Background: an optimization exercise with open tools, aiming at small area. Do not read the settings as production practice. Only simulation tests tie the RTL to the original design; equivalence was not proved. Power is estimated from default activity; no workload was simulated.

==> flow/design.v (outline; a module is shown in full before it is edited, if it fits) <==
// module color_tracker: 1407 lines
// module fa: 4 lines
// module ha: 4 lines
module color_tracker
(
    input   wire        clk         ,
    input   wire        rst_n       ,
    output  wire [15:0] pix_addr    ,
    output  wire        pix_rden    ,
    input   wire [15:0] pix_data    ,
    output  wire [7:0]  vga_r       ,
    output  wire [7:0]  vga_g       ,
    output  wire [7:0]  vga_b       ,
    output  reg         th_hsync    ,
    output  reg         th_vsync    ,
    output  wire [31:0] x_error     ,
    output  wire [31:0] h_error
 ) ;
function rge;
    input [15:0] a;
    input [15:0] b;
    integer i;
    reg c;
    begin
        c = 1'b1;
        for (i = 0; i < 16; i = i + 1)
            c = (a[i] & ~b[i]) | (~(a[i] ^ b[i]) & c);
  // ...
==> flow/flow/run.sh <==
#!/bin/bash
# The standard layout (standard.sh: the ORFS run) with these changes:
# - synthesis maps the logic with flow/abc.script, an area-oriented ABC
#   script, in place of ORFS's abc_speed.script (the rest of ORFS's scripts
#   are used as they are, from a copy in ./scripts);
# - the buffers ORFS puts on every input and output port are the
#   platform's smallest buffer, sky130_fd_sc_hd__buf_1;
# - clock tree synthesis uses clkbuf_8 and inserts no dummy loads.
set -euo pipefail
rm -rf scripts
cp -r "$FLOW_HOME/scripts" scripts
cp flow/abc.script scripts/abc_speed.script
bash standard.sh "SCRIPTS_DIR=$PWD/scripts" \
  "BUFFER_PORTS_ARGS=-buffer_cell sky130_fd_sc_hd__buf_1" \
  "CTS_ARGS=-sink_clustering_enable -repair_clock_nets -buf_list sky130_fd_sc_hd__clkbuf_8 -dont_use_dummy_load" \
  finish > standard_flow.log 2>&1
==> flow/flow/abc.script <==
&get -n
&st
&deepsyn -T 60
&dch
&nf -R 1000
&put
buffer -c
topo
stime -c
upsize -c
dnsize -c
==> flow/standard.sh <==
#!/bin/bash
# synth_recipe.tcl (not shown) runs the flow's synth.tcl, then flattens the netlist and writes it again
# the make line also repeats each setting of config.mk as NAME=value (left out here)
make -C /OpenROAD-flow-scripts/flow DESIGN_CONFIG=/design/flow/config.mk WORK_HOME=/design/flow/orfs CLKGATE_MAP_FILE= SYNTH_SCRIPT=/design/flow/synth_recipe.tcl "${@:-finish}"
==> flow/config.mk <==
export PLATFORM = sky130hd
export DESIGN_NAME = color_tracker
export DESIGN_NICKNAME = color_tracker
export VERILOG_FILES = /design/flow/design.v
export SDC_FILE = /design/flow/constraint.sdc
export NUM_CORES = 4
export LEC_CHECK = 0
export CAP_MARGIN = 20
export CORE_MARGIN = 2
export CORE_UTILIZATION = 65
export CTS_BUF_LIST = sky130_fd_sc_hd__clkbuf_8
export SLEW_MARGIN = 20
export SYNTH_HIERARCHICAL = 1
==> flow/constraint.sdc <==
create_clock -name core_clock -period 12.0 [get_ports {clk}]
set_input_delay 2.4000 -clock core_clock [delete_from_list [all_inputs] [get_ports {clk}]]
set_output_delay 2.4000 -clock core_clock [all_outputs]
set_load 0.01 [all_outputs]
==> flow_summary_export.csv, run 1 <==
group,metric,value,unit
power,power.internal,936.1,uW
sta,max_freq,0.08693,GHz
sta,layout_setup_ws,0.4965,ns
routing,via_count,8195,
hold_path,hold_depth,0,
routing,drt_iter0_drc,382,
power,powerDensity,106.2,nW/um2
power,p_comb_frac,0.350,
logic_synthesis,yosysWarnings,7,
global_route,grt_use_met2,0.4301,
logic_synthesis,synth-seq-cells,165,
layout,drive_above_1_share,0.05528,
die,boundaryPins,125,
logic_synthesis,yosysSeqAreaShare,0.3015,
setup_path,cp_cell_sequence,"inv_1, ha_1, inv_1, fa_1, fa_1, fa_1, fa_1, fa_1, and2_1, fa_1, fa_1, fa_1, fa_1, fa_1, fa_1, fa_1, fa_1, fa_1, fa_1, fa_1, mux2i_1, xnor2_2, buf_1",
hold_path,hold_path.startpoint,"d2[12]$_DFF_P_",
outcome,status,"timing/DRC/antenna clean",
routing,routed.top_layer,"met4",
logic_synthesis,synth-compound-area-share,0.07715,
die,die_y,143.0,um
power,pg_comb,485,uW
cts,htree_levels,4,
global_route,met1_usage,0.3785,
logic_synthesis,synthSimpleGateAreaFrac,0.1409,
logic_synthesis,synthTopCellsByCount,"fa_1, ha_1, inv_1",
sta,slew_headroom,0.3025,
routing,vias_per_cell,5.567,
cts,cts_setup_buffers,0,
setup_path,cp_max_fo,13,
global_route,top_usage_layer,"met2",
logic_synthesis,ys_types,64,
setup_path,arrival,9.10,ns
==> run 2, diff against run 1 <==
--- a/flow/flow/run.sh
+++ b/flow/flow/run.sh
@@ -2,5 +2,8 @@
 # The standard layout (standard.sh: the ORFS run) with these changes:
-# - synthesis maps the logic with flow/abc.script, an area-oriented ABC
-#   script, in place of ORFS's abc_speed.script (the rest of ORFS's scripts
-#   are used as they are, from a copy in ./scripts);
+# - synthesis uses a copy of ORFS's scripts in ./scripts in which
+#   * the logic is mapped with flow/abc.script, an area-oriented ABC script,
+#     in place of abc_speed.script, and
+#   * Yosys's adder extraction (extract_fa) runs only on the design's full
+#     and half adder modules (fa, ha), not on the rest of the logic;
+#   the registers are the standard synthesis's;
 # - the buffers ORFS puts on every input and output port are the
@@ -12,2 +15,4 @@
 cp flow/abc.script scripts/abc_speed.script
+sed -i 's/^  extract_fa {\*}\[dont_use_extract_fa_args\]$/  extract_fa {*}[dont_use_extract_fa_args] fa ha/' scripts/synth.tcl
+grep -q 'dont_use_extract_fa_args\] fa ha$' scripts/synth.tcl
 bash standard.sh "SCRIPTS_DIR=$PWD/scripts" \
==> run 2 against run 1 <==
Still clean on timing, DRC and antenna. Clock skew down 0.012 ns. Die area down 5.0%. Non-clock buffer count rose by 1. Maximum frequency up 0.12%. Global-route usage increased by 0.68 points. Combinational power about the same. Cell area decreased by 5.6%. First-iteration DRC count up 51%. Critical endpoint unchanged.
==> flow_summary_export.csv, run 2 <==
group,metric,value,unit
logic_synthesis,ys.flop_type,"dfxtp_1",
global_route,grt_max_degree,56,
setup_path,critPathKind,"register to output pin",
setup_path,timing.rr.start,"d3[11]$_DFF_P_",
die,die-area,19410,um2
logic_synthesis,synth.area.top_cells,"fa_1, dfrtp_1, dfxtp_1, ha_1, dfstp_2",
hold_path,hold_path.startpoint,"d1[3]$_DFF_P_",
cts,clock-sinks,165,
cts,htree_levels,4,
sta,hold_violations,0,
global_route,grt_use_total,0.2736,
die,rows,49,
place,post-place-ws,0.7413,ns
global_route,grt_pass1_wl,42.15,mm
routing,via_count,8167,
sta,period_share,0.9575,
routing,drt_iter0_drc,577,
cts,clock_latency,0.46,ns
setup_path,end_kind,"output pin",
layout,n_antenna_cell,0,
cts,clock_path_buffers,2,
sta,slew_headroom,0.4062,
routing,vias_per_cell,5.867,
cts,holdBufCountCts,0,
logic_synthesis,syn_area_per_cell,10.67,um2
setup_path,worst-path-buf-inv,1,
die,die_w,139.3,um
routing,wl,25.29,mm
flow_run,max-cap-violations,0,
sta,timing.hold.ws,0.3145,ns
hold_path,hold_end,"d2[3]$_DFF_P_",
outcome,status,"timing/DRC/antenna clean",
routing,postRouteAntennaNets,0,
sta,layout_setup_ws,0.5104,ns
die,start_util,0.6626,
logic_synthesis,yosysWarnings,7,
logic_synthesis,synth-seq-cells,165,
routing,dr.pass1.iters,5,
hold_path,hold_depth,0,
logic_synthesis,async_reset_ff_frac,0.5515,
setup_path,start_kind,"register",
setup_path,critPathMaxStageDelay,0.72,ns
setup_path,timing.rr.end,"nb0$_DFF_PN0_",
setup_path,cp_top_family,"adder cells",
cts,cts_resized,0,
global_route,antenna_found_initial,0,
global_route,grt-ovfl-total,0,
routing,wire_per_inst,18.17,um
layout,final_cell_mix,"fa_1, buf_1, and2_1, nand2_1, dfxtp_1",
sta,tightestPinTransition,0.8877,ns
layout,area_growth,3.469,%
logic_synthesis,syn-num-nets,1343,
sta,rsz0062_at_grt,"no",
cts,cts-buffers-inserted,17,
cts,cts_setup_buffers,0,
setup_path,worst_ep_required_time,9.60,ns
power,ir_drop,154.8,uV
logic_synthesis,synth_most_common_cell,"fa_1",
setup_path,r2r_slack,5.13,ns
global_route,grt_pass1_vias,8192,
place,dpl.hpwl,19.46,mm
setup_path,cp_cell_sequence,"nand2b_1, fa_1, fa_1, fa_1, fa_1, fa_1, and2_1, fa_1, fa_1, fa_1, fa_1, fa_1, fa_1, fa_1, fa_1, fa_1, fa_1, fa_1, mux2i_1, xnor2_2, buf_1",
setup_path,worst_path_most_repeated_cell,"fa_1",
hold_path,hold_path_class,"register to register",
cts,cts_root_buf,"clkbuf_8",
cts,clk_pin_slew,0.08,ns
place,gp_congestion,0.9421,
layout,drive_above_1_share,0.06191,
sta,slew_violations,0,
sta,setup_viol,0,
die,die_y,139.3,um
setup_path,cp_max_fo,13,
layout,nFillCells,1443,
setup_path,rr_worst_depth,17,
layout,layout_commonest_cell,"fa_1",
sta,max_freq,0.08703,GHz
logic_synthesis,ys_types,72,
setup_path,arrival,9.09,ns
logic_synthesis,synth_top_area_frac,0.2405,
sta,fin_skew,0.03415,ns
place,io_buffers,124,
logic_synthesis,synthTopCellsByCount,"fa_1, and2_1, nand2_1",
die,coreArea,17960,um2
logic_synthesis,syn_area,11900,um2
layout,layout.nets,1392,
sta,tns,0,ns
cts,cts_tree,"built",
logic_synthesis,yosysSeqAreaShare,0.3180,
sta,fin_crit,11.49,ns
logic_synthesis,synth_edf_count,0,
logic_synthesis,synth_largest_area_cell,"fa_1",
die,boundaryPins,125,
routing,drcViolationCount,0,
power,powerDensity,112.5,nW/um2
setup_path,slowest_stage,"fa_1",
power,leakagePower,0.005406,uW
logic_synthesis,netlist_instances,1116,
## run 2: cell count changes after synthesis, sizes merged, moves of 9 or more
| cell | before | now |
|---|---|---|
| clkbuf | 17 | 30 |
| ha | 143 | 66 |
| nor2b | 42 | 30 |
| o22ai | 1 | 15 |
| o21ai | 28 | 39 |
| inv | 117 | 67 |
| nand4 | 6 | 15 |
| nor2 | 35 | 58 |
| xor2 | 9 | 20 |
## run 2: worst reg2reg max path, delay by kind of cell, from the launching register on
| family | cells | cell delay [ns] |
|---|---|---|
| flops | 1 | 0.61 |
| simple gates | 4 | 0.60 |
| compound gates | 1 | 0.09 |
| fa+ha+maj | 12 | 5.42 |
## run 2: stage by stage
stage               total power, uW    util  cells  cell area, um2
floorplan                     987.4       -   1116           11900
global placement               1081  0.6717   1374           12070
detailed placement             1093  0.6717   1374           12070
CTS                            1393  0.6848   1391           12300
global route                   1492  0.6856   1392           12320
finish                         1385  0.6856   1392           12320
## run 2: report_power, final
group          internal (uW)  switching (uW)  total (uW)
logic                    224             263         487
registers                580            23.2         603
clock network            125             170         295
## run 2: per-module statistics from Yosys, one instance, submodules excluded
module | cell area (um2) | cells inside | times used
color_tracker | 8214 | 907 | 1
ha | 12.51 | 1 | 66
fa | 20.02 | 1 | 143
## run 2: area by class of cell
class | count | area, um2 | area share
Inverter | 67 | 251.5 | 0.02042
Sequential cell | 165 | 3785 | 0.3073
Multi-Input combinational cell | 784 | 7244 | 0.5882
Timing Repair Buffer | 130 | 514.2 | 0.04176
Tap cell | 229 | 286.5 | 0.02327
Clock buffer | 17 | 234.0 | 0.01900
## run 2: how the worst max path moves through the flow
| stage | from | endpoint | slack (ns) | cells after the start |
|---|---|---|---|---|
| floorplan | y1[0]$_DFF_PN0_ | h_error[19] | 1.08 | 24 |
| global placement | x1[0]$_DFF_PN0_ | h_error[21] | 0.85 | 21 |
| detailed placement | x1[0]$_DFF_PN0_ | h_error[25] | 0.74 | 21 |
| CTS | x1[0]$_DFF_PN0_ | h_error[25] | 0.26 | 21 |
| global route | y1[0]$_DFF_PN0_ | h_error[21] | 0.11 | 22 |
| finish | x1[0]$_DFF_PN0_ | h_error[25] | 0.51 | 21 |
## run 2: layer usage
layer	part of all wire	wire length, um	GRT usage
met5	0	0	0
met4	0.016	408	0.07602
met3	0.065	1647	0.05162
met2	0.47	11970	0.4389
met1	0.45	11260	0.3871
## run 2: logic make-up after synthesis
group | synth area share
other | 0.0003151
adder cells (fa/ha/maj) | 0.3107
buffers and inverters | 0.07453
XOR/XNOR | 0.03090
AO/OA/AOI/OAI | 0.1046
multiplexers | 0.007358
AND/OR/NAND/NOR | 0.1536
flip-flops | 0.3180

==> static timing again, ports no longer ideal <==
How much do the figures lean on ideal ports? The routed layouts below were timed once more, with nothing changed but the port constraints.
Step 1 sets driving cells, clkbuf_16 on the clock port and buf_2 on the other inputs (assumed; they add their load-dependent delay and slew).
Step 2 times the ports against the registers' clock, not the clock port: input delays grow and output delays shrink by t, the midpoint of the rising clock arrivals with the driver on.
a / b / c = ideal / step 1 / step 2; a / b = the first two.
run | t, ns | setup slack, ns | hold WS [ns] | worst setup path after step 2
run 1 | 0.473 | 0.497 / 0.462 / 0.935 | 0.300 / 0.300 / 0.300 | register to output
run 2 | 0.486 | 0.510 / 0.469 / 0.955 | 0.315 / 0.315 / 0.315 | register to output
After both steps setup and hold are still met in every run listed.
